From an optimization exercise on the open Yosys and OpenROAD flow, aimed at small area and a short achievable clock period; shortcuts taken in it are not production practice. The RTL was checked by simulation tests, not by an equivalence proof against the original design. Power figures rest on the tool's default switching activity, not on a simulated workload.

==> design/flow/design.v <==
module processor_arm #(parameter N = 64)
					  (input logic CLOCK_50, reset,
					   input logic ExtIRQ,
					   output logic [N-1:0] IM_addr,
					   input logic [31:0] IM_readData,
					   input logic [N-1:0] DM_readData,
					   output logic [N-1:0] DM_writeData, DM_addr,
					   output logic DM_writeEnable, DM_readEnable,
					   output logic ExtIAck);
	logic [31:0] I;
	logic [10:0] op;
	assign I  = IM_readData;
	assign op = I[31:21];
	logic isLDUR, isSTUR, isADD, isSUB, isAND, isORR, isCBZ, isMRS, isERET, isBR;
	assign isLDUR = (op == 11'b11111000010);
	assign isSTUR = (op == 11'b11111000000);
	assign isADD  = (op == 11'b10001011000);
	assign isSUB  = (op == 11'b11001011000);
	assign isAND  = (op == 11'b10001010000);
	assign isORR  = (op == 11'b10101010000);
	assign isCBZ  = (op[10:3] == 8'b10110100);
	assign isMRS  = (op == 11'b11010101001);
	assign isERET = (op == 11'b11010110100);
	assign isBR   = (op == 11'b11010110000);
	logic valid, nai, regWrite, branch;
	assign valid    = isLDUR | isSTUR | isADD | isSUB | isAND | isORR | isCBZ | isMRS | isERET | isBR;
	assign nai      = ~valid;
	assign regWrite = (isLDUR | isADD | isSUB | isAND | isORR | isMRS) & ~reset;
	assign branch   = isCBZ | isERET | isBR;
	assign DM_readEnable  = isLDUR & ~reset;
	assign DM_writeEnable = isSTUR & ~reset;
	logic [63:0] X [0:30];
	logic [4:0] ra1, ra2, wa;
	assign ra1 = I[9:5];
	assign ra2 = I[25] ? I[20:16] : I[4:0];
	assign wa  = I[4:0];
	logic [63:0] wd, rd1, rd2, rd1n;
	assign rd1 = ~rd1n;
	genvar gi;
	generate
		for (gi = 0; gi < 31; gi++) begin : g_reg
			always_ff @(posedge CLOCK_50)
				if (regWrite && wa == gi) X[gi] <= wd;
		end
	endgenerate
	logic [30:0] sel1, sel2;
	onehot31 D1 (.a(ra1), .y(sel1));
	onehot31 D2 (.a(ra2), .y(sel2));
	generate
		for (gi = 0; gi < 64; gi++) begin : g_rd
			logic [30:0] col;
			for (genvar r = 0; r < 31; r++) begin : g_c
				assign col[r] = X[r][gi];
			end
			rmux31 M1 (.d(col), .s(sel1), .yn(rd1n[gi]));
			rmux31p M2 (.d(col), .s(sel2), .y(rd2[gi]));
		end
	endgenerate
	addr_gen AG (.an(rd1n), .imm(I[20:12]), .y(DM_addr));
	assign DM_writeData = rd2;
	logic [63:0] sum;
	alu_addsub AS (.an(rd1n), .b(rd2), .sub(I[30]), .y(sum));
	logic [63:2] PC, ERR, ELR;
	logic [1:0]  ESR;
	logic [63:0] excData;
	always_comb
		case (I[13:12])
			2'b00: excData = {ERR, 2'b00};
			2'b01: excData = {ELR, 2'b00};
			2'b10: excData = {62'b0, ESR};
			default: excData = '0;
		endcase
	wb_mux WB (.ld(DM_readData), .exc(excData), .an(rd1n), .b(rd2), .sum(sum),
			   .sLD(I[28] & I[27]), .sMRS(I[28] & ~I[27]), .sAS(~I[28] & I[24]),
			   .sLG(~I[28] & ~I[24]), .sORR(I[29]), .y(wd));
	logic zero, taken, EProc;
	logic [63:2] pcPlus4, nextPC;
	assign zero     = ~|rd2;
	assign taken    = branch & zero;
	logic [63:2] pcBranch;
	pc_adders PA (.pc(PC), .off(isCBZ ? I[23:5] : 19'd0), .plus1(pcPlus4), .branch(pcBranch));
	assign nextPC   = taken ? (isERET ? ERR : pcBranch) : pcPlus4;
	assign EProc    = (ExtIRQ | nai) & ~reset;
	always_ff @(posedge CLOCK_50, posedge reset)
		if (reset) PC <= '0;
		else if (EProc) PC <= 62'd54;    
		else PC <= nextPC;
	always_ff @(posedge CLOCK_50, posedge reset)
		if (reset) begin
			ERR <= '0;
			ELR <= '0;
			ESR <= '0;
		end else if (EProc) begin
			ERR <= nextPC;
			ELR <= PC;
			ESR <= nai ? 2'b10 : 2'b01;
		end
	assign IM_addr = {PC, 2'b00};
	assign ExtIAck = ExtIRQ & (PC == 62'd54);
endmodule
module onehot31 (input logic [4:0] a,
				 output logic [30:0] y);
	always_comb
		for (int i = 0; i < 31; i++) y[i] = (a == i);
endmodule
module rmux31 (input logic [30:0] d, s,
			   output logic yn);
	logic [10:0] g;
	logic [2:0]  h;
	for (genvar k = 0; k < 10; k++) begin : g_aoi
		aoi222 A (.a1(d[3*k]), .a2(s[3*k]), .b1(d[3*k+1]), .b2(s[3*k+1]),
				  .c1(d[3*k+2]), .c2(s[3*k+2]), .y(g[k]));
	end
	nand2g N0 (.a(d[30]), .b(s[30]), .y(g[10]));
	nand4g N1 (.a(g[0]), .b(g[1]), .c(g[2]), .d(g[3]), .y(h[0]));
	nand4g N2 (.a(g[4]), .b(g[5]), .c(g[6]), .d(g[7]), .y(h[1]));
	nand3g N3 (.a(g[8]), .b(g[9]), .c(g[10]), .y(h[2]));
	nor3g  O1 (.a(h[0]), .b(h[1]), .c(h[2]), .y(yn));
endmodule
module rmux31p (input logic [30:0] d, s,
				output logic y);
	logic [10:0] g;
	logic [2:0]  h;
	for (genvar k = 0; k < 10; k++) begin : g_aoi
		aoi222 A (.a1(d[3*k]), .a2(s[3*k]), .b1(d[3*k+1]), .b2(s[3*k+1]),
				  .c1(d[3*k+2]), .c2(s[3*k+2]), .y(g[k]));
	end
	nand2g N0 (.a(d[30]), .b(s[30]), .y(g[10]));
	nand4g N1 (.a(g[0]), .b(g[1]), .c(g[2]), .d(g[3]), .y(h[0]));
	nand4g N2 (.a(g[4]), .b(g[5]), .c(g[6]), .d(g[7]), .y(h[1]));
	nand3g N3 (.a(g[8]), .b(g[9]), .c(g[10]), .y(h[2]));
	or3g   O1 (.a(h[0]), .b(h[1]), .c(h[2]), .y(y));
endmodule
module or3g (input logic a, b, c, output logic y);
	assign y = a | b | c;
endmodule
module aoi222 (input logic a1, a2, b1, b2, c1, c2, output logic y);
	assign y = ~((a1 & a2) | (b1 & b2) | (c1 & c2));
endmodule
module nand2g (input logic a, b, output logic y);
	assign y = ~(a & b);
endmodule
module nand3g (input logic a, b, c, output logic y);
	assign y = ~(a & b & c);
endmodule
module nand4g (input logic a, b, c, d, output logic y);
	assign y = ~(a & b & c & d);
endmodule
module nor3g (input logic a, b, c, output logic y);
	assign y = ~(a | b | c);
endmodule
module alu_addsub (input logic [63:0] an, b,
				   input logic sub,
				   output logic [63:0] y);
	logic [63:0] a;
	assign a = ~an;
	logic [63:0] bb, g, p;
	assign bb = b ^ {64{sub}};
	assign g = a & bb;
	assign p = a ^ bb;
	logic [63:0] G [0:12];
	logic [63:0] P [0:12];
	logic [64:0] c;
	logic [63:0] g0;
	assign g0 = {g[63:1], g[0] | (p[0] & sub)};
	assign G[0] = g0; assign P[0] = p;
	for (genvar l = 0; l < 6; l++) begin : up
		for (genvar i = 0; i < 64; i++) begin : b
			if ((i % (2 << l)) == (2 << l) - 1) begin
				assign G[l+1][i] = G[l][i] | (P[l][i] & G[l][i - (1 << l)]);
				assign P[l+1][i] = P[l][i] & P[l][i - (1 << l)];
			end else begin
				assign G[l+1][i] = G[l][i];
				assign P[l+1][i] = P[l][i];
			end
		end
	end
	for (genvar l = 5; l > 0; l--) begin : dn
		for (genvar i = 0; i < 64; i++) begin : b
			if ((i % (1 << l)) == (1 << (l-1)) - 1 && i >= (1 << l)) begin
				assign G[12-l][i] = G[11-l][i] | (P[11-l][i] & G[11-l][i - (1 << (l-1))]);
				assign P[12-l][i] = P[11-l][i] & P[11-l][i - (1 << (l-1))];
			end else begin
				assign G[12-l][i] = G[11-l][i];
				assign P[12-l][i] = P[11-l][i];
			end
		end
	end
	assign y = p ^ {G[11][62:0], sub};
endmodule
module wb_mux (input logic [63:0] ld, exc, an, b, sum,
			   input logic sLD, sMRS, sAS, sLG, sORR,
			   output logic [63:0] y);
	logic [63:0] a, lg;
	assign a  = ~an;
	assign lg = (a & b) | (a & {64{sORR}}) | (b & {64{sORR}});
	assign y = ({64{sLD}} & ld) | ({64{sMRS}} & exc) | ({64{sAS}} & sum) | ({64{sLG}} & lg);
endmodule
module pc_adders (input logic [63:2] pc,
				  input logic [18:0] off,
				  output logic [63:2] plus1, branch);
	logic [19:0] lo1, loB;
	logic [63:21] hi, hiInc, hiDec;
	assign lo1   = {1'b0, pc[20:2]} + 20'd1;
	assign loB   = {1'b0, pc[20:2]} + {1'b0, off};
	assign hi    = pc[63:21];
	assign hiInc = hi + 43'd1;
	assign hiDec = hi - 43'd1;
	assign plus1  = {lo1[19] ? hiInc : hi, lo1[18:0]};
	assign branch = {(loB[19] & ~off[18]) ? hiInc : ((~loB[19] & off[18]) ? hiDec : hi), loB[18:0]};
endmodule
module addr_gen (input logic [63:0] an,
				 input logic [8:0] imm,
				 output logic [63:0] y);
	logic [9:0] lo;
	logic c9;
	add9 L (.an(an[8:0]), .b(imm), .s(lo));
	carry9 C (.an(an[8:0]), .b(imm), .c(c9));
	assign y[8:0] = lo[8:0];
	logic n1;
	nor2g G1 (.a(an[10]), .b(an[9]), .y(n1));
	logic n2;
	nor2g G2 (.a(an[12]), .b(an[11]), .y(n2));
	logic n3;
	nor2g G3 (.a(an[14]), .b(an[13]), .y(n3));
	logic n4;
	nor2g G4 (.a(an[16]), .b(an[15]), .y(n4));
	logic n5;
	nor2g G5 (.a(an[18]), .b(an[17]), .y(n5));
	logic n6;
	nor2g G6 (.a(an[20]), .b(an[19]), .y(n6));
	logic n7;
	nor2g G7 (.a(an[22]), .b(an[21]), .y(n7));
	logic n8;
	nor2g G8 (.a(an[24]), .b(an[23]), .y(n8));
	logic n9;
	nor2g G9 (.a(an[26]), .b(an[25]), .y(n9));
	logic n10;
	nor2g G10 (.a(an[28]), .b(an[27]), .y(n10));
	logic n11;
	nor2g G11 (.a(an[30]), .b(an[29]), .y(n11));
	logic n12;
	nor2g G12 (.a(an[32]), .b(an[31]), .y(n12));
	logic n13;
	nor2g G13 (.a(an[34]), .b(an[33]), .y(n13));
	logic n14;
	nor2g G14 (.a(an[36]), .b(an[35]), .y(n14));
	logic n15;
	nor2g G15 (.a(an[38]), .b(an[37]), .y(n15));
	logic n16;
	nor2g G16 (.a(an[40]), .b(an[39]), .y(n16));
	logic n17;
	nor2g G17 (.a(an[42]), .b(an[41]), .y(n17));
	logic n18;
	nor2g G18 (.a(an[44]), .b(an[43]), .y(n18));
	logic n19;
	nor2g G19 (.a(an[46]), .b(an[45]), .y(n19));
	logic n20;
	nor2g G20 (.a(an[48]), .b(an[47]), .y(n20));
	logic n21;
	nor2g G21 (.a(an[50]), .b(an[49]), .y(n21));
	logic n22;
	nor2g G22 (.a(an[52]), .b(an[51]), .y(n22));
	logic n23;
	nor2g G23 (.a(an[54]), .b(an[53]), .y(n23));
	logic n24;
	nor2g G24 (.a(an[56]), .b(an[55]), .y(n24));
	logic n25;
	nor2g G25 (.a(an[58]), .b(an[57]), .y(n25));
	logic n26;
	nor2g G26 (.a(an[60]), .b(an[59]), .y(n26));
	logic n27;
	nor2g G27 (.a(an[62]), .b(an[61]), .y(n27));
	logic n28;
	logic n28i;
	invg I28 (.a(n1), .y(n28i));
	nor2g G28 (.a(n28i), .b(an[11]), .y(n28));
	logic n29;
	nand2g G29 (.a(n2), .b(n1), .y(n29));
	logic n30;
	logic n30i;
	invg I30 (.a(n3), .y(n30i));
	nor2g G30 (.a(n30i), .b(an[15]), .y(n30));
	logic n31;
	nand2g G31 (.a(n4), .b(n3), .y(n31));
	logic n32;
	logic n32i;
	invg I32 (.a(n5), .y(n32i));
	nor2g G32 (.a(n32i), .b(an[19]), .y(n32));
	logic n33;
	nand2g G33 (.a(n6), .b(n5), .y(n33));
	logic n34;
	logic n34i;
	invg I34 (.a(n7), .y(n34i));
	nor2g G34 (.a(n34i), .b(an[23]), .y(n34));
	logic n35;
	nand2g G35 (.a(n8), .b(n7), .y(n35));
	logic n36;
	logic n36i;
	invg I36 (.a(n9), .y(n36i));
	nor2g G36 (.a(n36i), .b(an[27]), .y(n36));
	logic n37;
	nand2g G37 (.a(n10), .b(n9), .y(n37));
	logic n38;
	logic n38i;
	invg I38 (.a(n11), .y(n38i));
	nor2g G38 (.a(n38i), .b(an[31]), .y(n38));
	logic n39;
	nand2g G39 (.a(n12), .b(n11), .y(n39));
	logic n40;
	logic n40i;
	invg I40 (.a(n13), .y(n40i));
	nor2g G40 (.a(n40i), .b(an[35]), .y(n40));
	logic n41;
	nand2g G41 (.a(n14), .b(n13), .y(n41));
	logic n42;
	logic n42i;
	invg I42 (.a(n15), .y(n42i));
	nor2g G42 (.a(n42i), .b(an[39]), .y(n42));
	logic n43;
	nand2g G43 (.a(n16), .b(n15), .y(n43));
	logic n44;
	logic n44i;
	invg I44 (.a(n17), .y(n44i));
	nor2g G44 (.a(n44i), .b(an[43]), .y(n44));
	logic n45;
	nand2g G45 (.a(n18), .b(n17), .y(n45));
	logic n46;
	logic n46i;
	invg I46 (.a(n19), .y(n46i));
	nor2g G46 (.a(n46i), .b(an[47]), .y(n46));
	logic n47;
	nand2g G47 (.a(n20), .b(n19), .y(n47));
	logic n48;
	logic n48i;
	invg I48 (.a(n21), .y(n48i));
	nor2g G48 (.a(n48i), .b(an[51]), .y(n48));
	logic n49;
	nand2g G49 (.a(n22), .b(n21), .y(n49));
	logic n50;
	logic n50i;
	invg I50 (.a(n23), .y(n50i));
	nor2g G50 (.a(n50i), .b(an[55]), .y(n50));
	logic n51;
	nand2g G51 (.a(n24), .b(n23), .y(n51));
	logic n52;
	logic n52i;
	invg I52 (.a(n25), .y(n52i));
	nor2g G52 (.a(n52i), .b(an[59]), .y(n52));
	logic n53;
	nand2g G53 (.a(n26), .b(n25), .y(n53));
	logic n54;
	nor2g G54 (.a(an[13]), .b(n29), .y(n54));
	logic n55;
	logic n55i;
	invg I55 (.a(n3), .y(n55i));
	nor2g G55 (.a(n55i), .b(n29), .y(n55));
	logic n56;
	logic n56i;
	invg I56 (.a(n30), .y(n56i));
	nor2g G56 (.a(n56i), .b(n29), .y(n56));
	logic n57;
	nor2g G57 (.a(n31), .b(n29), .y(n57));
	logic n58;
	nor2g G58 (.a(an[21]), .b(n33), .y(n58));
	logic n59;
	logic n59i;
	invg I59 (.a(n7), .y(n59i));
	nor2g G59 (.a(n59i), .b(n33), .y(n59));
	logic n60;
	logic n60i;
	invg I60 (.a(n34), .y(n60i));
	nor2g G60 (.a(n60i), .b(n33), .y(n60));
	logic n61;
	nor2g G61 (.a(n35), .b(n33), .y(n61));
	logic n62;
	nor2g G62 (.a(an[29]), .b(n37), .y(n62));
	logic n63;
	logic n63i;
	invg I63 (.a(n11), .y(n63i));
	nor2g G63 (.a(n63i), .b(n37), .y(n63));
	logic n64;
	logic n64i;
	invg I64 (.a(n38), .y(n64i));
	nor2g G64 (.a(n64i), .b(n37), .y(n64));
	logic n65;
	nor2g G65 (.a(n39), .b(n37), .y(n65));
	logic n66;
	nor2g G66 (.a(an[37]), .b(n41), .y(n66));
	logic n67;
	logic n67i;
	invg I67 (.a(n15), .y(n67i));
	nor2g G67 (.a(n67i), .b(n41), .y(n67));
	logic n68;
	logic n68i;
	invg I68 (.a(n42), .y(n68i));
	nor2g G68 (.a(n68i), .b(n41), .y(n68));
	logic n69;
	nor2g G69 (.a(n43), .b(n41), .y(n69));
	logic n70;
	nor2g G70 (.a(an[45]), .b(n45), .y(n70));
	logic n71;
	logic n71i;
	invg I71 (.a(n19), .y(n71i));
	nor2g G71 (.a(n71i), .b(n45), .y(n71));
	logic n72;
	logic n72i;
	invg I72 (.a(n46), .y(n72i));
	nor2g G72 (.a(n72i), .b(n45), .y(n72));
	logic n73;
	nor2g G73 (.a(n47), .b(n45), .y(n73));
	logic n74;
	nor2g G74 (.a(an[53]), .b(n49), .y(n74));
	logic n75;
	logic n75i;
	invg I75 (.a(n23), .y(n75i));
	nor2g G75 (.a(n75i), .b(n49), .y(n75));
	logic n76;
	logic n76i;
	invg I76 (.a(n50), .y(n76i));
	nor2g G76 (.a(n76i), .b(n49), .y(n76));
	logic n77;
	nor2g G77 (.a(n51), .b(n49), .y(n77));
	logic n78;
	nor2g G78 (.a(an[61]), .b(n53), .y(n78));
	logic n79;
	logic n79i;
	invg I79 (.a(n27), .y(n79i));
	nor2g G79 (.a(n79i), .b(n53), .y(n79));
	logic n80;
	logic n80i;
	invg I80 (.a(n57), .y(n80i));
	nor2g G80 (.a(n80i), .b(an[17]), .y(n80));
	logic n81;
	nand2g G81 (.a(n5), .b(n57), .y(n81));
	logic n82;
	nand2g G82 (.a(n32), .b(n57), .y(n82));
	logic n83;
	logic n83i;
	invg I83 (.a(n57), .y(n83i));
	nor2g G83 (.a(n83i), .b(n33), .y(n83));
	logic n84;
	nand2g G84 (.a(n58), .b(n57), .y(n84));
	logic n85;
	nand2g G85 (.a(n59), .b(n57), .y(n85));
	logic n86;
	nand2g G86 (.a(n60), .b(n57), .y(n86));
	logic n87;
	nand2g G87 (.a(n61), .b(n57), .y(n87));
	logic n88;
	logic n88i;
	invg I88 (.a(n65), .y(n88i));
	nor2g G88 (.a(n88i), .b(an[33]), .y(n88));
	logic n89;
	nand2g G89 (.a(n13), .b(n65), .y(n89));
	logic n90;
	nand2g G90 (.a(n40), .b(n65), .y(n90));
	logic n91;
	logic n91i;
	invg I91 (.a(n65), .y(n91i));
	nor2g G91 (.a(n91i), .b(n41), .y(n91));
	logic n92;
	nand2g G92 (.a(n66), .b(n65), .y(n92));
	logic n93;
	nand2g G93 (.a(n67), .b(n65), .y(n93));
	logic n94;
	nand2g G94 (.a(n68), .b(n65), .y(n94));
	logic n95;
	nand2g G95 (.a(n69), .b(n65), .y(n95));
	logic n96;
	logic n96i;
	invg I96 (.a(n73), .y(n96i));
	nor2g G96 (.a(n96i), .b(an[49]), .y(n96));
	logic n97;
	nand2g G97 (.a(n21), .b(n73), .y(n97));
	logic n98;
	nand2g G98 (.a(n48), .b(n73), .y(n98));
	logic n99;
	logic n99i;
	invg I99 (.a(n73), .y(n99i));
	nor2g G99 (.a(n99i), .b(n49), .y(n99));
	logic n100;
	nand2g G100 (.a(n74), .b(n73), .y(n100));
	logic n101;
	nand2g G101 (.a(n75), .b(n73), .y(n101));
	logic n102;
	nand2g G102 (.a(n76), .b(n73), .y(n102));
	logic n103;
	nand2g G103 (.a(n77), .b(n73), .y(n103));
	logic n104;
	nor2g G104 (.a(an[25]), .b(n87), .y(n104));
	logic n105;
	logic n105i;
	invg I105 (.a(n9), .y(n105i));
	nor2g G105 (.a(n105i), .b(n87), .y(n105));
	logic n106;
	logic n106i;
	invg I106 (.a(n36), .y(n106i));
	nor2g G106 (.a(n106i), .b(n87), .y(n106));
	logic n107;
	nor2g G107 (.a(n37), .b(n87), .y(n107));
	logic n108;
	logic n108i;
	invg I108 (.a(n62), .y(n108i));
	nor2g G108 (.a(n108i), .b(n87), .y(n108));
	logic n109;
	logic n109i;
	invg I109 (.a(n63), .y(n109i));
	nor2g G109 (.a(n109i), .b(n87), .y(n109));
	logic n110;
	logic n110i;
	invg I110 (.a(n64), .y(n110i));
	nor2g G110 (.a(n110i), .b(n87), .y(n110));
	logic n111;
	logic n111i;
	invg I111 (.a(n65), .y(n111i));
	nor2g G111 (.a(n111i), .b(n87), .y(n111));
	logic n112;
	logic n112i;
	invg I112 (.a(n88), .y(n112i));
	nor2g G112 (.a(n112i), .b(n87), .y(n112));
	logic n113;
	nor2g G113 (.a(n89), .b(n87), .y(n113));
	logic n114;
	nor2g G114 (.a(n90), .b(n87), .y(n114));
	logic n115;
	logic n115i;
	invg I115 (.a(n91), .y(n115i));
	nor2g G115 (.a(n115i), .b(n87), .y(n115));
	logic n116;
	nor2g G116 (.a(n92), .b(n87), .y(n116));
	logic n117;
	nor2g G117 (.a(n93), .b(n87), .y(n117));
	logic n118;
	nor2g G118 (.a(n94), .b(n87), .y(n118));
	logic n119;
	nor2g G119 (.a(n95), .b(n87), .y(n119));
	logic n120;
	nor2g G120 (.a(an[57]), .b(n103), .y(n120));
	logic n121;
	logic n121i;
	invg I121 (.a(n25), .y(n121i));
	nor2g G121 (.a(n121i), .b(n103), .y(n121));
	logic n122;
	logic n122i;
	invg I122 (.a(n52), .y(n122i));
	nor2g G122 (.a(n122i), .b(n103), .y(n122));
	logic n123;
	nor2g G123 (.a(n53), .b(n103), .y(n123));
	logic n124;
	logic n124i;
	invg I124 (.a(n78), .y(n124i));
	nor2g G124 (.a(n124i), .b(n103), .y(n124));
	logic n125;
	logic n125i;
	invg I125 (.a(n79), .y(n125i));
	nor2g G125 (.a(n125i), .b(n103), .y(n125));
	logic n126;
	logic n126i;
	invg I126 (.a(n119), .y(n126i));
	nor2g G126 (.a(n126i), .b(an[41]), .y(n126));
	logic n127;
	nand2g G127 (.a(n17), .b(n119), .y(n127));
	logic n128;
	nand2g G128 (.a(n44), .b(n119), .y(n128));
	logic n129;
	logic n129i;
	invg I129 (.a(n119), .y(n129i));
	nor2g G129 (.a(n129i), .b(n45), .y(n129));
	logic n130;
	nand2g G130 (.a(n70), .b(n119), .y(n130));
	logic n131;
	nand2g G131 (.a(n71), .b(n119), .y(n131));
	logic n132;
	nand2g G132 (.a(n72), .b(n119), .y(n132));
	logic n133;
	nand2g G133 (.a(n73), .b(n119), .y(n133));
	logic n134;
	nand2g G134 (.a(n96), .b(n119), .y(n134));
	logic n135;
	logic n135i;
	invg I135 (.a(n119), .y(n135i));
	nor2g G135 (.a(n135i), .b(n97), .y(n135));
	logic n136;
	logic n136i;
	invg I136 (.a(n119), .y(n136i));
	nor2g G136 (.a(n136i), .b(n98), .y(n136));
	logic n137;
	nand2g G137 (.a(n99), .b(n119), .y(n137));
	logic n138;
	logic n138i;
	invg I138 (.a(n119), .y(n138i));
	nor2g G138 (.a(n138i), .b(n100), .y(n138));
	logic n139;
	logic n139i;
	invg I139 (.a(n119), .y(n139i));
	nor2g G139 (.a(n139i), .b(n101), .y(n139));
	logic n140;
	logic n140i;
	invg I140 (.a(n119), .y(n140i));
	nor2g G140 (.a(n140i), .b(n102), .y(n140));
	logic n141;
	logic n141i;
	invg I141 (.a(n119), .y(n141i));
	nor2g G141 (.a(n141i), .b(n103), .y(n141));
	logic n142;
	nand2g G142 (.a(n120), .b(n119), .y(n142));
	logic n143;
	nand2g G143 (.a(n121), .b(n119), .y(n143));
	logic n144;
	nand2g G144 (.a(n122), .b(n119), .y(n144));
	logic n145;
	nand2g G145 (.a(n123), .b(n119), .y(n145));
	logic n146;
	nand2g G146 (.a(n124), .b(n119), .y(n146));
	logic n147;
	nand2g G147 (.a(n125), .b(n119), .y(n147));
	logic n148;
	nand2g G148 (.a(an[10]), .b(an[9]), .y(n148));
	logic n149;
	nand2g G149 (.a(an[12]), .b(an[11]), .y(n149));
	logic n150;
	nand2g G150 (.a(an[14]), .b(an[13]), .y(n150));
	logic n151;
	nand2g G151 (.a(an[16]), .b(an[15]), .y(n151));
	logic n152;
	nand2g G152 (.a(an[18]), .b(an[17]), .y(n152));
	logic n153;
	nand2g G153 (.a(an[20]), .b(an[19]), .y(n153));
	logic n154;
	nand2g G154 (.a(an[22]), .b(an[21]), .y(n154));
	logic n155;
	nand2g G155 (.a(an[24]), .b(an[23]), .y(n155));
	logic n156;
	nand2g G156 (.a(an[26]), .b(an[25]), .y(n156));
	logic n157;
	nand2g G157 (.a(an[28]), .b(an[27]), .y(n157));
	logic n158;
	nand2g G158 (.a(an[30]), .b(an[29]), .y(n158));
	logic n159;
	nand2g G159 (.a(an[32]), .b(an[31]), .y(n159));
	logic n160;
	nand2g G160 (.a(an[34]), .b(an[33]), .y(n160));
	logic n161;
	nand2g G161 (.a(an[36]), .b(an[35]), .y(n161));
	logic n162;
	nand2g G162 (.a(an[38]), .b(an[37]), .y(n162));
	logic n163;
	nand2g G163 (.a(an[40]), .b(an[39]), .y(n163));
	logic n164;
	nand2g G164 (.a(an[42]), .b(an[41]), .y(n164));
	logic n165;
	nand2g G165 (.a(an[44]), .b(an[43]), .y(n165));
	logic n166;
	nand2g G166 (.a(an[46]), .b(an[45]), .y(n166));
	logic n167;
	nand2g G167 (.a(an[48]), .b(an[47]), .y(n167));
	logic n168;
	nand2g G168 (.a(an[50]), .b(an[49]), .y(n168));
	logic n169;
	nand2g G169 (.a(an[52]), .b(an[51]), .y(n169));
	logic n170;
	nand2g G170 (.a(an[54]), .b(an[53]), .y(n170));
	logic n171;
	nand2g G171 (.a(an[56]), .b(an[55]), .y(n171));
	logic n172;
	nand2g G172 (.a(an[58]), .b(an[57]), .y(n172));
	logic n173;
	nand2g G173 (.a(an[60]), .b(an[59]), .y(n173));
	logic n174;
	nand2g G174 (.a(an[62]), .b(an[61]), .y(n174));
	logic n175;
	logic n175i;
	invg I175 (.a(an[11]), .y(n175i));
	nor2g G175 (.a(n175i), .b(n148), .y(n175));
	logic n176;
	nor2g G176 (.a(n149), .b(n148), .y(n176));
	logic n177;
	logic n177i;
	invg I177 (.a(an[15]), .y(n177i));
	nor2g G177 (.a(n177i), .b(n150), .y(n177));
	logic n178;
	nor2g G178 (.a(n151), .b(n150), .y(n178));
	logic n179;
	logic n179i;
	invg I179 (.a(an[19]), .y(n179i));
	nor2g G179 (.a(n179i), .b(n152), .y(n179));
	logic n180;
	nor2g G180 (.a(n153), .b(n152), .y(n180));
	logic n181;
	logic n181i;
	invg I181 (.a(an[23]), .y(n181i));
	nor2g G181 (.a(n181i), .b(n154), .y(n181));
	logic n182;
	nor2g G182 (.a(n155), .b(n154), .y(n182));
	logic n183;
	logic n183i;
	invg I183 (.a(an[27]), .y(n183i));
	nor2g G183 (.a(n183i), .b(n156), .y(n183));
	logic n184;
	nor2g G184 (.a(n157), .b(n156), .y(n184));
	logic n185;
	logic n185i;
	invg I185 (.a(an[31]), .y(n185i));
	nor2g G185 (.a(n185i), .b(n158), .y(n185));
	logic n186;
	nor2g G186 (.a(n159), .b(n158), .y(n186));
	logic n187;
	logic n187i;
	invg I187 (.a(an[35]), .y(n187i));
	nor2g G187 (.a(n187i), .b(n160), .y(n187));
	logic n188;
	nor2g G188 (.a(n161), .b(n160), .y(n188));
	logic n189;
	logic n189i;
	invg I189 (.a(an[39]), .y(n189i));
	nor2g G189 (.a(n189i), .b(n162), .y(n189));
	logic n190;
	nor2g G190 (.a(n163), .b(n162), .y(n190));
	logic n191;
	logic n191i;
	invg I191 (.a(an[43]), .y(n191i));
	nor2g G191 (.a(n191i), .b(n164), .y(n191));
	logic n192;
	nor2g G192 (.a(n165), .b(n164), .y(n192));
	logic n193;
	logic n193i;
	invg I193 (.a(an[47]), .y(n193i));
	nor2g G193 (.a(n193i), .b(n166), .y(n193));
	logic n194;
	nor2g G194 (.a(n167), .b(n166), .y(n194));
	logic n195;
	logic n195i;
	invg I195 (.a(an[51]), .y(n195i));
	nor2g G195 (.a(n195i), .b(n168), .y(n195));
	logic n196;
	nor2g G196 (.a(n169), .b(n168), .y(n196));
	logic n197;
	logic n197i;
	invg I197 (.a(an[55]), .y(n197i));
	nor2g G197 (.a(n197i), .b(n170), .y(n197));
	logic n198;
	nor2g G198 (.a(n171), .b(n170), .y(n198));
	logic n199;
	logic n199i;
	invg I199 (.a(an[59]), .y(n199i));
	nor2g G199 (.a(n199i), .b(n172), .y(n199));
	logic n200;
	nor2g G200 (.a(n173), .b(n172), .y(n200));
	logic n201;
	nand2g G201 (.a(an[13]), .b(n176), .y(n201));
	logic n202;
	logic n202i;
	invg I202 (.a(n176), .y(n202i));
	nor2g G202 (.a(n202i), .b(n150), .y(n202));
	logic n203;
	nand2g G203 (.a(n177), .b(n176), .y(n203));
	logic n204;
	nand2g G204 (.a(n178), .b(n176), .y(n204));
	logic n205;
	nand2g G205 (.a(an[21]), .b(n180), .y(n205));
	logic n206;
	logic n206i;
	invg I206 (.a(n180), .y(n206i));
	nor2g G206 (.a(n206i), .b(n154), .y(n206));
	logic n207;
	nand2g G207 (.a(n181), .b(n180), .y(n207));
	logic n208;
	nand2g G208 (.a(n182), .b(n180), .y(n208));
	logic n209;
	nand2g G209 (.a(an[29]), .b(n184), .y(n209));
	logic n210;
	logic n210i;
	invg I210 (.a(n184), .y(n210i));
	nor2g G210 (.a(n210i), .b(n158), .y(n210));
	logic n211;
	nand2g G211 (.a(n185), .b(n184), .y(n211));
	logic n212;
	nand2g G212 (.a(n186), .b(n184), .y(n212));
	logic n213;
	nand2g G213 (.a(an[37]), .b(n188), .y(n213));
	logic n214;
	logic n214i;
	invg I214 (.a(n188), .y(n214i));
	nor2g G214 (.a(n214i), .b(n162), .y(n214));
	logic n215;
	nand2g G215 (.a(n189), .b(n188), .y(n215));
	logic n216;
	nand2g G216 (.a(n190), .b(n188), .y(n216));
	logic n217;
	nand2g G217 (.a(an[45]), .b(n192), .y(n217));
	logic n218;
	logic n218i;
	invg I218 (.a(n192), .y(n218i));
	nor2g G218 (.a(n218i), .b(n166), .y(n218));
	logic n219;
	nand2g G219 (.a(n193), .b(n192), .y(n219));
	logic n220;
	nand2g G220 (.a(n194), .b(n192), .y(n220));
	logic n221;
	nand2g G221 (.a(an[53]), .b(n196), .y(n221));
	logic n222;
	logic n222i;
	invg I222 (.a(n196), .y(n222i));
	nor2g G222 (.a(n222i), .b(n170), .y(n222));
	logic n223;
	nand2g G223 (.a(n197), .b(n196), .y(n223));
	logic n224;
	nand2g G224 (.a(n198), .b(n196), .y(n224));
	logic n225;
	nand2g G225 (.a(an[61]), .b(n200), .y(n225));
	logic n226;
	logic n226i;
	invg I226 (.a(n200), .y(n226i));
	nor2g G226 (.a(n226i), .b(n174), .y(n226));
	logic n227;
	logic n227i;
	invg I227 (.a(an[17]), .y(n227i));
	nor2g G227 (.a(n227i), .b(n204), .y(n227));
	logic n228;
	nor2g G228 (.a(n152), .b(n204), .y(n228));
	logic n229;
	logic n229i;
	invg I229 (.a(n179), .y(n229i));
	nor2g G229 (.a(n229i), .b(n204), .y(n229));
	logic n230;
	logic n230i;
	invg I230 (.a(n180), .y(n230i));
	nor2g G230 (.a(n230i), .b(n204), .y(n230));
	logic n231;
	nor2g G231 (.a(n205), .b(n204), .y(n231));
	logic n232;
	logic n232i;
	invg I232 (.a(n206), .y(n232i));
	nor2g G232 (.a(n232i), .b(n204), .y(n232));
	logic n233;
	nor2g G233 (.a(n207), .b(n204), .y(n233));
	logic n234;
	nor2g G234 (.a(n208), .b(n204), .y(n234));
	logic n235;
	logic n235i;
	invg I235 (.a(an[33]), .y(n235i));
	nor2g G235 (.a(n235i), .b(n212), .y(n235));
	logic n236;
	nor2g G236 (.a(n160), .b(n212), .y(n236));
	logic n237;
	logic n237i;
	invg I237 (.a(n187), .y(n237i));
	nor2g G237 (.a(n237i), .b(n212), .y(n237));
	logic n238;
	logic n238i;
	invg I238 (.a(n188), .y(n238i));
	nor2g G238 (.a(n238i), .b(n212), .y(n238));
	logic n239;
	nor2g G239 (.a(n213), .b(n212), .y(n239));
	logic n240;
	logic n240i;
	invg I240 (.a(n214), .y(n240i));
	nor2g G240 (.a(n240i), .b(n212), .y(n240));
	logic n241;
	nor2g G241 (.a(n215), .b(n212), .y(n241));
	logic n242;
	nor2g G242 (.a(n216), .b(n212), .y(n242));
	logic n243;
	logic n243i;
	invg I243 (.a(an[49]), .y(n243i));
	nor2g G243 (.a(n243i), .b(n220), .y(n243));
	logic n244;
	nor2g G244 (.a(n168), .b(n220), .y(n244));
	logic n245;
	logic n245i;
	invg I245 (.a(n195), .y(n245i));
	nor2g G245 (.a(n245i), .b(n220), .y(n245));
	logic n246;
	logic n246i;
	invg I246 (.a(n196), .y(n246i));
	nor2g G246 (.a(n246i), .b(n220), .y(n246));
	logic n247;
	nor2g G247 (.a(n221), .b(n220), .y(n247));
	logic n248;
	logic n248i;
	invg I248 (.a(n222), .y(n248i));
	nor2g G248 (.a(n248i), .b(n220), .y(n248));
	logic n249;
	nor2g G249 (.a(n223), .b(n220), .y(n249));
	logic n250;
	nor2g G250 (.a(n224), .b(n220), .y(n250));
	logic n251;
	nand2g G251 (.a(an[25]), .b(n234), .y(n251));
	logic n252;
	logic n252i;
	invg I252 (.a(n234), .y(n252i));
	nor2g G252 (.a(n252i), .b(n156), .y(n252));
	logic n253;
	nand2g G253 (.a(n183), .b(n234), .y(n253));
	logic n254;
	nand2g G254 (.a(n184), .b(n234), .y(n254));
	logic n255;
	logic n255i;
	invg I255 (.a(n234), .y(n255i));
	nor2g G255 (.a(n255i), .b(n209), .y(n255));
	logic n256;
	nand2g G256 (.a(n210), .b(n234), .y(n256));
	logic n257;
	logic n257i;
	invg I257 (.a(n234), .y(n257i));
	nor2g G257 (.a(n257i), .b(n211), .y(n257));
	logic n258;
	logic n258i;
	invg I258 (.a(n234), .y(n258i));
	nor2g G258 (.a(n258i), .b(n212), .y(n258));
	logic n259;
	nand2g G259 (.a(n235), .b(n234), .y(n259));
	logic n260;
	nand2g G260 (.a(n236), .b(n234), .y(n260));
	logic n261;
	nand2g G261 (.a(n237), .b(n234), .y(n261));
	logic n262;
	nand2g G262 (.a(n238), .b(n234), .y(n262));
	logic n263;
	nand2g G263 (.a(n239), .b(n234), .y(n263));
	logic n264;
	nand2g G264 (.a(n240), .b(n234), .y(n264));
	logic n265;
	nand2g G265 (.a(n241), .b(n234), .y(n265));
	logic n266;
	nand2g G266 (.a(n242), .b(n234), .y(n266));
	logic n267;
	nand2g G267 (.a(an[57]), .b(n250), .y(n267));
	logic n268;
	logic n268i;
	invg I268 (.a(n250), .y(n268i));
	nor2g G268 (.a(n268i), .b(n172), .y(n268));
	logic n269;
	nand2g G269 (.a(n199), .b(n250), .y(n269));
	logic n270;
	nand2g G270 (.a(n200), .b(n250), .y(n270));
	logic n271;
	logic n271i;
	invg I271 (.a(n250), .y(n271i));
	nor2g G271 (.a(n271i), .b(n225), .y(n271));
	logic n272;
	nand2g G272 (.a(n226), .b(n250), .y(n272));
	logic n273;
	logic n273i;
	invg I273 (.a(an[41]), .y(n273i));
	nor2g G273 (.a(n273i), .b(n266), .y(n273));
	logic n274;
	nor2g G274 (.a(n164), .b(n266), .y(n274));
	logic n275;
	logic n275i;
	invg I275 (.a(n191), .y(n275i));
	nor2g G275 (.a(n275i), .b(n266), .y(n275));
	logic n276;
	logic n276i;
	invg I276 (.a(n192), .y(n276i));
	nor2g G276 (.a(n276i), .b(n266), .y(n276));
	logic n277;
	nor2g G277 (.a(n217), .b(n266), .y(n277));
	logic n278;
	logic n278i;
	invg I278 (.a(n218), .y(n278i));
	nor2g G278 (.a(n278i), .b(n266), .y(n278));
	logic n279;
	nor2g G279 (.a(n219), .b(n266), .y(n279));
	logic n280;
	nor2g G280 (.a(n220), .b(n266), .y(n280));
	logic n281;
	logic n281i;
	invg I281 (.a(n243), .y(n281i));
	nor2g G281 (.a(n281i), .b(n266), .y(n281));
	logic n282;
	logic n282i;
	invg I282 (.a(n244), .y(n282i));
	nor2g G282 (.a(n282i), .b(n266), .y(n282));
	logic n283;
	logic n283i;
	invg I283 (.a(n245), .y(n283i));
	nor2g G283 (.a(n283i), .b(n266), .y(n283));
	logic n284;
	logic n284i;
	invg I284 (.a(n246), .y(n284i));
	nor2g G284 (.a(n284i), .b(n266), .y(n284));
	logic n285;
	logic n285i;
	invg I285 (.a(n247), .y(n285i));
	nor2g G285 (.a(n285i), .b(n266), .y(n285));
	logic n286;
	logic n286i;
	invg I286 (.a(n248), .y(n286i));
	nor2g G286 (.a(n286i), .b(n266), .y(n286));
	logic n287;
	logic n287i;
	invg I287 (.a(n249), .y(n287i));
	nor2g G287 (.a(n287i), .b(n266), .y(n287));
	logic n288;
	logic n288i;
	invg I288 (.a(n250), .y(n288i));
	nor2g G288 (.a(n288i), .b(n266), .y(n288));
	logic n289;
	nor2g G289 (.a(n267), .b(n266), .y(n289));
	logic n290;
	logic n290i;
	invg I290 (.a(n268), .y(n290i));
	nor2g G290 (.a(n290i), .b(n266), .y(n290));
	logic n291;
	nor2g G291 (.a(n269), .b(n266), .y(n291));
	logic n292;
	nor2g G292 (.a(n270), .b(n266), .y(n292));
	logic n293;
	logic n293i;
	invg I293 (.a(n271), .y(n293i));
	nor2g G293 (.a(n293i), .b(n266), .y(n293));
	logic n294;
	nor2g G294 (.a(n272), .b(n266), .y(n294));
	assign y[9] = ~an[9] ^ c9 ^ imm[8];
	assign y[10] = ~an[10] ^ (c9 ? (~imm[8] & ~an[9]) : (imm[8] & an[9]));
	assign y[11] = ~an[11] ^ (c9 ? (~imm[8] & n1) : (imm[8] & ~n148));
	assign y[12] = ~an[12] ^ (c9 ? (~imm[8] & n28) : (imm[8] & n175));
	assign y[13] = ~an[13] ^ (c9 ? (~imm[8] & ~n29) : (imm[8] & n176));
	assign y[14] = ~an[14] ^ (c9 ? (~imm[8] & n54) : (imm[8] & ~n201));
	assign y[15] = ~an[15] ^ (c9 ? (~imm[8] & n55) : (imm[8] & n202));
	assign y[16] = ~an[16] ^ (c9 ? (~imm[8] & n56) : (imm[8] & ~n203));
	assign y[17] = ~an[17] ^ (c9 ? (~imm[8] & n57) : (imm[8] & ~n204));
	assign y[18] = ~an[18] ^ (c9 ? (~imm[8] & n80) : (imm[8] & n227));
	assign y[19] = ~an[19] ^ (c9 ? (~imm[8] & ~n81) : (imm[8] & n228));
	assign y[20] = ~an[20] ^ (c9 ? (~imm[8] & ~n82) : (imm[8] & n229));
	assign y[21] = ~an[21] ^ (c9 ? (~imm[8] & n83) : (imm[8] & n230));
	assign y[22] = ~an[22] ^ (c9 ? (~imm[8] & ~n84) : (imm[8] & n231));
	assign y[23] = ~an[23] ^ (c9 ? (~imm[8] & ~n85) : (imm[8] & n232));
	assign y[24] = ~an[24] ^ (c9 ? (~imm[8] & ~n86) : (imm[8] & n233));
	assign y[25] = ~an[25] ^ (c9 ? (~imm[8] & ~n87) : (imm[8] & n234));
	assign y[26] = ~an[26] ^ (c9 ? (~imm[8] & n104) : (imm[8] & ~n251));
	assign y[27] = ~an[27] ^ (c9 ? (~imm[8] & n105) : (imm[8] & n252));
	assign y[28] = ~an[28] ^ (c9 ? (~imm[8] & n106) : (imm[8] & ~n253));
	assign y[29] = ~an[29] ^ (c9 ? (~imm[8] & n107) : (imm[8] & ~n254));
	assign y[30] = ~an[30] ^ (c9 ? (~imm[8] & n108) : (imm[8] & n255));
	assign y[31] = ~an[31] ^ (c9 ? (~imm[8] & n109) : (imm[8] & ~n256));
	assign y[32] = ~an[32] ^ (c9 ? (~imm[8] & n110) : (imm[8] & n257));
	assign y[33] = ~an[33] ^ (c9 ? (~imm[8] & n111) : (imm[8] & n258));
	assign y[34] = ~an[34] ^ (c9 ? (~imm[8] & n112) : (imm[8] & ~n259));
	assign y[35] = ~an[35] ^ (c9 ? (~imm[8] & n113) : (imm[8] & ~n260));
	assign y[36] = ~an[36] ^ (c9 ? (~imm[8] & n114) : (imm[8] & ~n261));
	assign y[37] = ~an[37] ^ (c9 ? (~imm[8] & n115) : (imm[8] & ~n262));
	assign y[38] = ~an[38] ^ (c9 ? (~imm[8] & n116) : (imm[8] & ~n263));
	assign y[39] = ~an[39] ^ (c9 ? (~imm[8] & n117) : (imm[8] & ~n264));
	assign y[40] = ~an[40] ^ (c9 ? (~imm[8] & n118) : (imm[8] & ~n265));
	assign y[41] = ~an[41] ^ (c9 ? (~imm[8] & n119) : (imm[8] & ~n266));
	assign y[42] = ~an[42] ^ (c9 ? (~imm[8] & n126) : (imm[8] & n273));
	assign y[43] = ~an[43] ^ (c9 ? (~imm[8] & ~n127) : (imm[8] & n274));
	assign y[44] = ~an[44] ^ (c9 ? (~imm[8] & ~n128) : (imm[8] & n275));
	assign y[45] = ~an[45] ^ (c9 ? (~imm[8] & n129) : (imm[8] & n276));
	assign y[46] = ~an[46] ^ (c9 ? (~imm[8] & ~n130) : (imm[8] & n277));
	assign y[47] = ~an[47] ^ (c9 ? (~imm[8] & ~n131) : (imm[8] & n278));
	assign y[48] = ~an[48] ^ (c9 ? (~imm[8] & ~n132) : (imm[8] & n279));
	assign y[49] = ~an[49] ^ (c9 ? (~imm[8] & ~n133) : (imm[8] & n280));
	assign y[50] = ~an[50] ^ (c9 ? (~imm[8] & ~n134) : (imm[8] & n281));
	assign y[51] = ~an[51] ^ (c9 ? (~imm[8] & n135) : (imm[8] & n282));
	assign y[52] = ~an[52] ^ (c9 ? (~imm[8] & n136) : (imm[8] & n283));
	assign y[53] = ~an[53] ^ (c9 ? (~imm[8] & ~n137) : (imm[8] & n284));
	assign y[54] = ~an[54] ^ (c9 ? (~imm[8] & n138) : (imm[8] & n285));
	assign y[55] = ~an[55] ^ (c9 ? (~imm[8] & n139) : (imm[8] & n286));
	assign y[56] = ~an[56] ^ (c9 ? (~imm[8] & n140) : (imm[8] & n287));
	assign y[57] = ~an[57] ^ (c9 ? (~imm[8] & n141) : (imm[8] & n288));
	assign y[58] = ~an[58] ^ (c9 ? (~imm[8] & ~n142) : (imm[8] & n289));
	assign y[59] = ~an[59] ^ (c9 ? (~imm[8] & ~n143) : (imm[8] & n290));
	assign y[60] = ~an[60] ^ (c9 ? (~imm[8] & ~n144) : (imm[8] & n291));
	assign y[61] = ~an[61] ^ (c9 ? (~imm[8] & ~n145) : (imm[8] & n292));
	assign y[62] = ~an[62] ^ (c9 ? (~imm[8] & ~n146) : (imm[8] & n293));
	assign y[63] = ~an[63] ^ (c9 ? (~imm[8] & ~n147) : (imm[8] & n294));
endmodule
module add9 (input logic [8:0] an, b, output logic [9:0] s);
	assign s = {1'b0, ~an} + {1'b0, b};
endmodule
module carry9 (input logic [8:0] an, b, output logic c);
	logic [8:0] g, p;
	assign g = ~an & b;
	assign p = ~an | b;
	logic [3:0] g1n, p1n;       
	for (genvar k = 0; k < 4; k++) begin : l1
		aoi21g A (.a(g[2*k+2]), .b(p[2*k+2]), .c(g[2*k+1]), .y(g1n[k]));
		nand2g N (.a(p[2*k+2]), .b(p[2*k+1]), .y(p1n[k]));
	end
	logic [1:0] g2, p2;         
	for (genvar k = 0; k < 2; k++) begin : l2
		oai21g O (.a(g1n[2*k+1]), .b(p1n[2*k+1]), .c(g1n[2*k]), .y(g2[k]));
		nor2g  R (.a(p1n[2*k+1]), .b(p1n[2*k]), .y(p2[k]));
	end
	logic g3n, p3n;             
	aoi21g A3 (.a(g2[1]), .b(p2[1]), .c(g2[0]), .y(g3n));
	nand2g N3 (.a(p2[1]), .b(p2[0]), .y(p3n));
	logic g0n;
	assign g0n = an[0] | ~b[0];
	oai21g O4 (.a(g3n), .b(p3n), .c(g0n), .y(c));
endmodule
module aoi21g (input logic a, b, c, output logic y);
	assign y = ~(a | (b & c));
endmodule
module oai21g (input logic a, b, c, output logic y);
	assign y = ~(a & (b | c));
endmodule
module nor2g (input logic a, b, output logic y);
	assign y = ~(a | b);
endmodule
module invg (input logic a, output logic y);
	assign y = ~a;
endmodule
==> design/flow/run.sh <==
#!/bin/bash
# synth_recipe.tcl (not shown) runs the flow's synth.tcl, then flattens the netlist and writes it again
# the make line also repeats each setting of config.mk as NAME=value (left out here)
make -C /OpenROAD-flow-scripts/flow DESIGN_CONFIG=/design/flow/config.mk WORK_HOME=/design/flow/orfs CLKGATE_MAP_FILE= SYNTH_SCRIPT=/design/flow/synth_recipe.tcl finish
==> design/flow/config.mk <==
export PLATFORM = sky130hd
export DESIGN_NAME = processor_arm
export DESIGN_NICKNAME = processor_arm
export VERILOG_FILES = /design/flow/design.v
export SDC_FILE = /design/flow/constraint.sdc
export NUM_CORES = 4
export LEC_CHECK = 0
export CAP_MARGIN = 20
export CORE_MARGIN = 2
export CORE_UTILIZATION = 45
export CTS_CLUSTER_DIAMETER = 60
export CTS_CLUSTER_SIZE = 30
export PLACE_DENSITY = 0.58
export SETUP_SLACK_MARGIN = 5
export SLEW_MARGIN = 20
export SYNTH_HIERARCHICAL = 1
==> design/flow/constraint.sdc <==
create_clock -name core_clock -period 14.5 [get_ports {CLOCK_50}]
set_input_delay 2.9000 -clock core_clock [delete_from_list [all_inputs] [get_ports {CLOCK_50}]]
set_output_delay 2.9000 -clock core_clock [all_outputs]
set_load 0.01 [all_outputs]
==> Flow_metrics.wiki, run 1 <==
{| class="wikitable"
! Metric !! Value
|-
| Final Hold Violating Endpoints || 0
|-
| Number of antenna violations at the first check in global routing || 45
|-
| Count of input and output buffers || 291
|-
| DIE AREA || 0.225 mm^2
|-
| Longest individual stage delay on the worst path || 490 ps
|-
| Wirelength, routed || 469000 um
|-
| Fill cell total of the finished layout || 17800
|-
| Max-cap viol count || 0
|-
| CTS root buffer || sky130_fd_sc_hd__clkbuf_16
|-
| Number of cell rows || 172
|-
| Footprint of the multi-input gates || 0.0361 mm^2
|-
| Crit path launch type || input port
|-
| Global Route Usage Sum || 40.0%
|-
| Storage element area || 0.0643 mm^2
|-
| Most common cell after layout, fill and taps aside || sky130_fd_sc_hd__edfxtp_1
|-
| Worst min path class || reg -> reg
|-
| Setup repair after global routing missed its margin || true
|-
| DIE WIDTH || 475 um
|-
| Slew HR || 3.63%
|-
| Total I/O pin count || 294
|-
| Post-layout net count || 8262
|-
| Crit-path cells || buf_12 -> or3b_4 -> nor2_4 -> buf_4 -> a222oi_1 -> nand4_1 -> nor3_4 -> buf_4 -> nor2b_2 -> a21oi_2 -> o21ai_1 -> a21oi_2 -> o21ai_4 -> buf_12 -> nand2b_4 -> buf_12 -> o2bb2ai_4 -> xnor2_4 -> buf_6
|-
| Starting utilization of the core area || 45.3%
|-
| Worst-path maximum fanout || 15
|-
| Crit. End Element || primary output
|-
| Gate Count Post-Synth || 7010
|-
| Maximum number of pins on one net before global-route repair || 184
|-
| Slew at the pin with the worst max-slew slack || 1430 ps
|-
| Run status || complete, no violations
|-
| Tcrit/Tclk final || 68.6%
|-
| Required time at the worst-slack endpoint || 11600 ps
|-
| Number of setup violations in the final report || 0
|-
| Floorplan die height || 475 um
|-
| Post-synthesis area per instance || 14.2 um^2
|-
| TritonCTS clock tree || yes
|-
| Most frequent cells in the layout || sky130_fd_sc_hd__edfxtp_1 (1984), sky130_fd_sc_hd__a222oi_1 (1343), sky130_fd_sc_hd__nand2_1 (611)
|-
| Area growth, synth to finish || 21.3%
|-
| Max Root-Sink Buffers || 3
|-
| Initial DRC Count || 23300
|-
| Via count || 85500
|-
| Worst Clk Skew || 51.6 ps
|-
| Count of unresolved DRC violations after routing || 0
|-
| Clock slew at reported path FFs || 60 ps
|-
| Worst-Skew Late Latency || 870 ps
|-
| Clock H-tree levels || 4
|-
| Data arrival time of the critical path || 7040 ps
|-
| Gp weighted congestion || 0.992
|-
| Post-detailed-route via-to-cell ratio || 7.67
|-
| Worst reg-to-reg path cell count || 23
|-
| Post-synthesis cell area || 0.0996 mm^2
|-
| Total count of max-transition violations in the final report || 0
|-
| Post-CTS Hold Fix Bufs || 0
|-
| Leakage power || 41.0 nW
|-
| Global route overflow || 0
|-
| Placed wire-length estimate after detailed placement || 280000 um
|-
| Slowest cell on the critical path || sky130_fd_sc_hd__nand4_1
|-
| Total Neg Setup Slack || 0 ps
|-
| Number of global-route vias before repair || 78700
|-
| Worst Hold Slack || 478 ps
|-
| Most prevalent standard cell on the critical path || sky130_fd_sc_hd__buf_12
|-
| Length of the first detailed-routing pass in iterations || 22
|-
| Wire length of the first global-routing pass || 630000 um
|-
| Num CTS Buffers || 153
|-
| Fmax || 101 MHz
|-
| PwrDens || 126 mW/mm^2
|-
| Worst hold stages || 2
|-
| Largest voltage drop on the vdd net || 0.0000920 V
|-
| Ratio of cells with drive above 1 in the final layout || 19.8%
|-
| Core Area || 0.220 mm^2
|-
| Period minus WS final || 9940 ps
|-
| Detail-routed net length per standard cell || 42.1 um
|-
| Synth Warn # || 12
|-
| Post-route ant nets || 0
|-
| Crit Path Class || in -> out
|-
| Count of clock tree sinks || 2172
|}
==> layer usage <==
layer	vias up	track usage, %	routed length, um
li1	32800	-	-
met1	42200	50.1	157000
met2	8557	56.8	195000
met3	1830	17.8	82600
met4	42	23.6	34200
met5	-	1.62	763
==> power breakdown <==
group / switching, mW / internal (mW) / leakage, nW
Clock: 2.55 / 2.22 / 2.61
Sequential: 0.0181 / 7.29 / 20.5
Combinational: 2.15 / 1.01 / 17.9
Total: 4.72 / 10.5 / 41.0
==> critical path: cells and delay by family <==
| kind | cells | cell delay [ps] |
|---|---|---|
| buf+inv | 6 | 1060 |
| compound gates | 6 | 1040 |
| xor+xnor | 1 | 400 |
| simple gates | 6 | 1540 |
==> final timing paths <==
path | from | to | slack [ps]
worst max-delay path | IM_readData[6] | DM_addr[63] | 4560
worst min-delay path | ELR[23] | ELR[23] | 480
worst max register to register | X[0][0] | X[26][39] | 7740
worst min register to register | ELR[23] | ELR[23] | 480
max in group asynchronous | reset | ELR[49] | 10450
min in group asynchronous | reset | PC[23] | 2820
==> area by class of cell <==
type                       count  area share, %
sequential                  2172           53.2
multi-input combinational   4424           29.9
timing repair buffer        1055           8.68
clock buffer                 168           3.32
tap                         2958           3.06
clock inverter               117           1.14
inverter                     232          0.724
antenna                       18         0.0373
==> sequential cells by signal (all words and copies together), names as in the netlist <==
| name | count |
|---|---|
| X | 1984 |
| ELR | 62 |
| ERR | 62 |
| PC | 62 |
| ESR | 2 |
==> repair_timing <==
item	CTS	global route
gates cloned	31	6
pin swaps	228	154
hold endpoints to repair	0	0
endpoints found under the setup margin	1654	509
resized for setup	567	312
buffers inserted	297	103
==> stage by stage <==
step	setup slack [ps]	instance area, um^2	utilization (%)	cells	total power, mW
floorplan	5010	100000	-	7011	8.79
global placement	1440	109000	49.4	10400	10.0
detailed placement	1340	109000	49.4	10400	10.1
CTS	4790	119000	54.1	11000	14.9
global route	4600	121000	54.9	11100	15.5
finish	4560	121000	54.9	11100	15.2
==> run 2, diff against run 1 <==
==> design/flow/config.mk (replaced) <==
export PLATFORM = sky130hd
export DESIGN_NAME = processor_arm
export DESIGN_NICKNAME = processor_arm
export VERILOG_FILES = /design/flow/design.v
export SDC_FILE = /design/flow/constraint.sdc
export NUM_CORES = 4
export LEC_CHECK = 0
export CAP_MARGIN = 30
export CORE_MARGIN = 2
export CORE_UTILIZATION = 40
export CTS_CLUSTER_DIAMETER = 60
export CTS_CLUSTER_SIZE = 30
export PLACE_DENSITY = 0.55
export SETUP_SLACK_MARGIN = 5
export SLEW_MARGIN = 20
export SYNTH_HIERARCHICAL = 1
==> run 2 against run 1 <==
Critical path type unchanged. Design area increased by 1.6%. Clock power increased by 4%. Count of clock-buffer cells in the layout increased by 2. Via count decreased by 0.77%. Still clean. Clock skew increased by 30 ps. First-iteration DRC count decreased by 8.7%.
==> Flow_metrics.wiki, run 2 <==
{| class="wikitable"
! Metric !! Value
|-
| Data arrival time of the critical path || 7190 ps (was 7040 ps)
|-
| Largest voltage drop on the vdd net || 0.000105 V (was 0.0000920 V)
|-
| Sum of internal, switching and leakage power || 15.4 mW (was 15.2 mW)
|-
| Post-synthesis area per instance || 14.2 um^2 (unchanged)
|-
| Num CTS Buffers || 157 (was 153)
|-
| Gp weighted congestion || 0.990 (was 0.992)
|-
| Worst-Skew Late Latency || 890 ps (was 870 ps)
|-
| Most frequent cells in the layout || sky130_fd_sc_hd__edfxtp_1 (1984), sky130_fd_sc_hd__a222oi_1 (1343), sky130_fd_sc_hd__nand2_1 (609) (was sky130_fd_sc_hd__edfxtp_1 (1984), sky130_fd_sc_hd__a222oi_1 (1343), sky130_fd_sc_hd__nand2_1 (611))
|-
| Placed wire-length estimate after detailed placement || 288000 um (was 280000 um)
|-
| Share of total power in sequential cells || 47.4% (was 48.0%)
|-
| Core Area || 0.248 mm^2 (was 0.220 mm^2)
|-
| Crit. End Element || primary output (unchanged)
|-
| Leakage power || 41.7 nW (was 41.0 nW)
|-
| Relative contribution of combinational cells to total power || 20.5% (was 20.8%)
|-
| Initial DRC Count || 21300 (was 23300)
|-
| Floorplan die height || 503 um (was 475 um)
|-
| Clk network pwr share || 32.1% (was 31.3%)
|-
| Pre-CTS worst setup slack || 1640 ps (was 1340 ps)
|-
| Period minus WS final || 10090 ps (was 9940 ps)
|-
| Finished Cell Area || 0.123 mm^2 (was 0.121 mm^2)
|-
| Length of the first detailed-routing pass in iterations || 15 (was 22)
|-
| Fill cell total of the finished layout || 21100 (was 17800)
|-
| Via count || 84800 (was 85500)
|-
| Clock slew at reported path FFs || 60 ps (about the same)
|-
| Global Route Usage Sum || 36.0% (was 40.0%)
|-
| Max reg flops || 1984 (unchanged)
|-
| Storage element area || 0.0643 mm^2 (unchanged)
|-
| Final Hold Violating Endpoints || 0 (unchanged)
|-
| Run status || complete, no violations (unchanged)
|-
| Max Root-Sink Buffers || 3 (unchanged)
|-
| Count of clock tree sinks || 2172 (unchanged)
|-
| Post-CTS Hold Fix Bufs || 0 (unchanged)
|-
| Count of unresolved DRC violations after routing || 0 (unchanged)
|-
| Crit path launch type || input port (unchanged)
|-
| Worst Clk Skew || 81.8 ps (was 51.6 ps)
|-
| Total I/O pin count || 294 (unchanged)
|-
| Placed cell areas || 0.110 mm^2 (was 0.109 mm^2)
|-
| Starting utilization of the core area || 40.1% (was 45.3%)
|-
| CTS root buffer || sky130_fd_sc_hd__clkbuf_16 (unchanged)
|-
| Wirelength, routed || 481000 um (was 469000 um)
|-
| Worst-path maximum fanout || 16 (was 15)
|-
| Post-layout net count || 8304 (was 8262)
|-
| DIE WIDTH || 503 um (was 475 um)
|-
| Worst min path class || reg -> reg (unchanged)
|-
| Gate Count Post-Synth || 7010 (unchanged)
|-
| Total count of max-transition violations in the final report || 0 (unchanged)
|-
| Slowest cell on the critical path || sky130_fd_sc_hd__a222oi_1 (was sky130_fd_sc_hd__nand4_1)
|-
| Origin of the critical flop-to-flop path || X[6][20] (was X[0][0])
|-
| Number of global-route vias before repair || 77900 (was 78700)
|-
| Register with the most flip-flops || X (unchanged)
|-
| Slew HR || 12.9% (was 3.63%)
|-
| Fmax || 99.1 MHz (was 101 MHz)
|-
| Switching pwr || 4.77 mW (was 4.72 mW)
|-
| Required time at the worst-slack endpoint || 11600 ps (about the same)
|-
| TritonCTS clock tree || yes (unchanged)
|-
| Max-cap viol count || 0 (unchanged)
|-
| Synth Warn # || 12 (unchanged)
|-
| Wire length of the first global-routing pass || 636000 um (was 630000 um)
|-
| Maximum number of pins on one net before global-route repair || 92 (was 184)
|-
| Total Neg Setup Slack || 0 ps (unchanged)
|-
| Number of setup violations in the final report || 0 (unchanged)
|-
| Setup repair after global routing missed its margin || true (unchanged)
|-
| Detail-routed net length per standard cell || 41.6 um (was 42.1 um)
|-
| Number of antenna violations at the first check in global routing || 40 (was 45)
|-
| Post-synthesis cell area || 0.0996 mm^2 (unchanged)
|-
| Number of cell rows || 183 (was 172)
|-
| Int Power || 10.6 mW (was 10.5 mW)
|-
| Crit-path cells || clkdlybuf4s50_1 -> buf_12 -> mux2_4 -> nand2b_4 -> buf_12 -> buf_12 -> nor2_4 -> buf_4 -> buf_4 -> a222oi_1 -> nand4_1 -> or3_4 -> buf_12 -> clkdlybuf4s50_1 (was buf_12 -> or3b_4 -> nor2_4 -> buf_4 -> a222oi_1 -> nand4_1 -> nor3_4 -> buf_4 -> nor2b_2 -> a21oi_2 -> o21ai_1 -> a21oi_2 -> o21ai_4 -> buf_12 -> nand2b_4 -> buf_12 -> o2bb2ai_4 -> xnor2_4 -> buf_6)
|-
| Post-route setup slack || 4410 ps (was 4560 ps)
|-
| Sw Ratio || 30.9% (was 31.0%)
|-
| Most prevalent standard cell on the critical path || sky130_fd_sc_hd__buf_12 (unchanged)
|-
| Critical hold path startpoint || ELR[13] (was ELR[23])
|-
| Slew at the pin with the worst max-slew slack || 1310 ps (was 1430 ps)
|-
| Count of input and output buffers || 291 (unchanged)
|-
| Post-route ant nets || 0 (unchanged)
|-
| Startpoint of the worst setup timing path || IM_readData[20] (was IM_readData[6])
|-
| Clock H-tree levels || 4 (unchanged)
|-
| Footprint of the multi-input gates || 0.0360 mm^2 (was 0.0361 mm^2)
|-
| DIE AREA || 0.253 mm^2 (was 0.225 mm^2)
|-
| Tcrit/Tclk final || 69.6% (was 68.6%)
|-
| Most common cell after layout, fill and taps aside || sky130_fd_sc_hd__edfxtp_1 (unchanged)
|-
| Worst Hold Slack || 474 ps (was 478 ps)
|-
| PwrDens || 125 mW/mm^2 (was 126 mW/mm^2)
|-
| Area growth, synth to finish || 23.3% (was 21.3%)
|-
| Ratio of cells with drive above 1 in the final layout || 20.6% (was 19.8%)
|-
| Global route overflow || 0 (unchanged)
|-
| Longest individual stage delay on the worst path || 1030 ps (was 490 ps)
|-
| Post-detailed-route via-to-cell ratio || 7.33 (was 7.67)
|-
| Crit Path Class || in -> out (unchanged)
|}
## run 2: through the flow
step                      cells  util, %
after floorplan            7011        -
after global placement    10800     44.0
after detailed placement  10800     44.1
after CTS                 11400     48.3
after global routing      11600     49.5
final                     11600     49.5
## run 2: worst max-delay path: cells and delay by family
family | cells | cell delay, ps
muxes | 1 | 230
buffers and inverters | 8 | 1960
and+or+nand+nor | 4 | 1020
AOI/OAI and AO/OA | 1 | 1030
## run 2: layout make-up
type	count	area share, %
Sequential cell	2172	52.3
Clock inverter	123	1.28
Inverter	232	0.715
Multi-Input combinational cell	4408	29.3
Antenna cell	32	0.0652
Clock buffer	170	3.36
Timing Repair Buffer	1109	9.53
Tap cell	3330	3.39
## run 2: power groups by stage
stage,registers (mW),clock network (mW),logic [mW]
floorplan,7.47,0,1.31
global placement,7.45,0,2.59
detailed placement,7.45,0,2.65
CTS,7.31,4.96,2.85
global route,7.31,5.17,3.23
finish,7.31,4.95,3.16
## run 2: worst paths after layout
path	to	slack, ps	depth (start not counted)
min in group asynchronous	PC[29]	2720	3
max in group asynchronous	ELR[38]	10370	5
max	DM_writeData[20]	4410	14
min	ELR[13]	470	2
max reg2reg	X[28][44]	7880	18
min reg2reg	ELR[13]	470	2
## run 2: layer usage
metal  up-vias  global-route usage (%)  share of wire [%]
li1      32900                       -                  -
met2      7804                    52.4                 42
met5         -                    2.46               0.18
met4        30                    21.5                7.8
met1     42400                    46.1                 35
met3      1662                    12.2                 15
## run 2: timing repair
action | in CTS | in global routing
gates resized for setup | 612 | 290
pin swaps | 171 | 214
endpoints found under the setup margin | 1670 | 675
cloned | 25 | 18
buffers inserted | 249 | 145

[port drivers added, routing unchanged]
No port has a modelled driver above. Below, the same layouts with a new extraction and two added sets of constraints.
Step 1 assumes that a clkbuf_16 drives the clock port and a buf_2 every other input.
Step 2, shift: input delay + t, output delay - t, t = (earliest + latest rising clock arrival at the registers) / 2. This alone moves slack from input paths to output paths.
a / b / c = ideal ports / drivers / drivers and shift; a / b = the first two.
| run | t, ns | slack for setup (ns) | hold slack, ns | slew at the worst register clock pin (ns) | worst slew at a driven data input, ns |
|---|---|---|---|---|---|
| run 1 | 0.936 | 4.558 / 4.328 / 4.002 | 0.478 / 0.478 / 0.478 | 0.11 / 0.11 | 0.27 |
| run 2 | 0.949 | 4.408 / 4.381 / 3.603 | 0.474 / 0.474 / 0.474 | 0.11 / 0.11 | 0.25 |
After both steps every run listed still meets setup and hold. For run 2, which loses most, drivers alone change the setup slack by -0.027 ns; drivers and shift together by -0.805 ns.
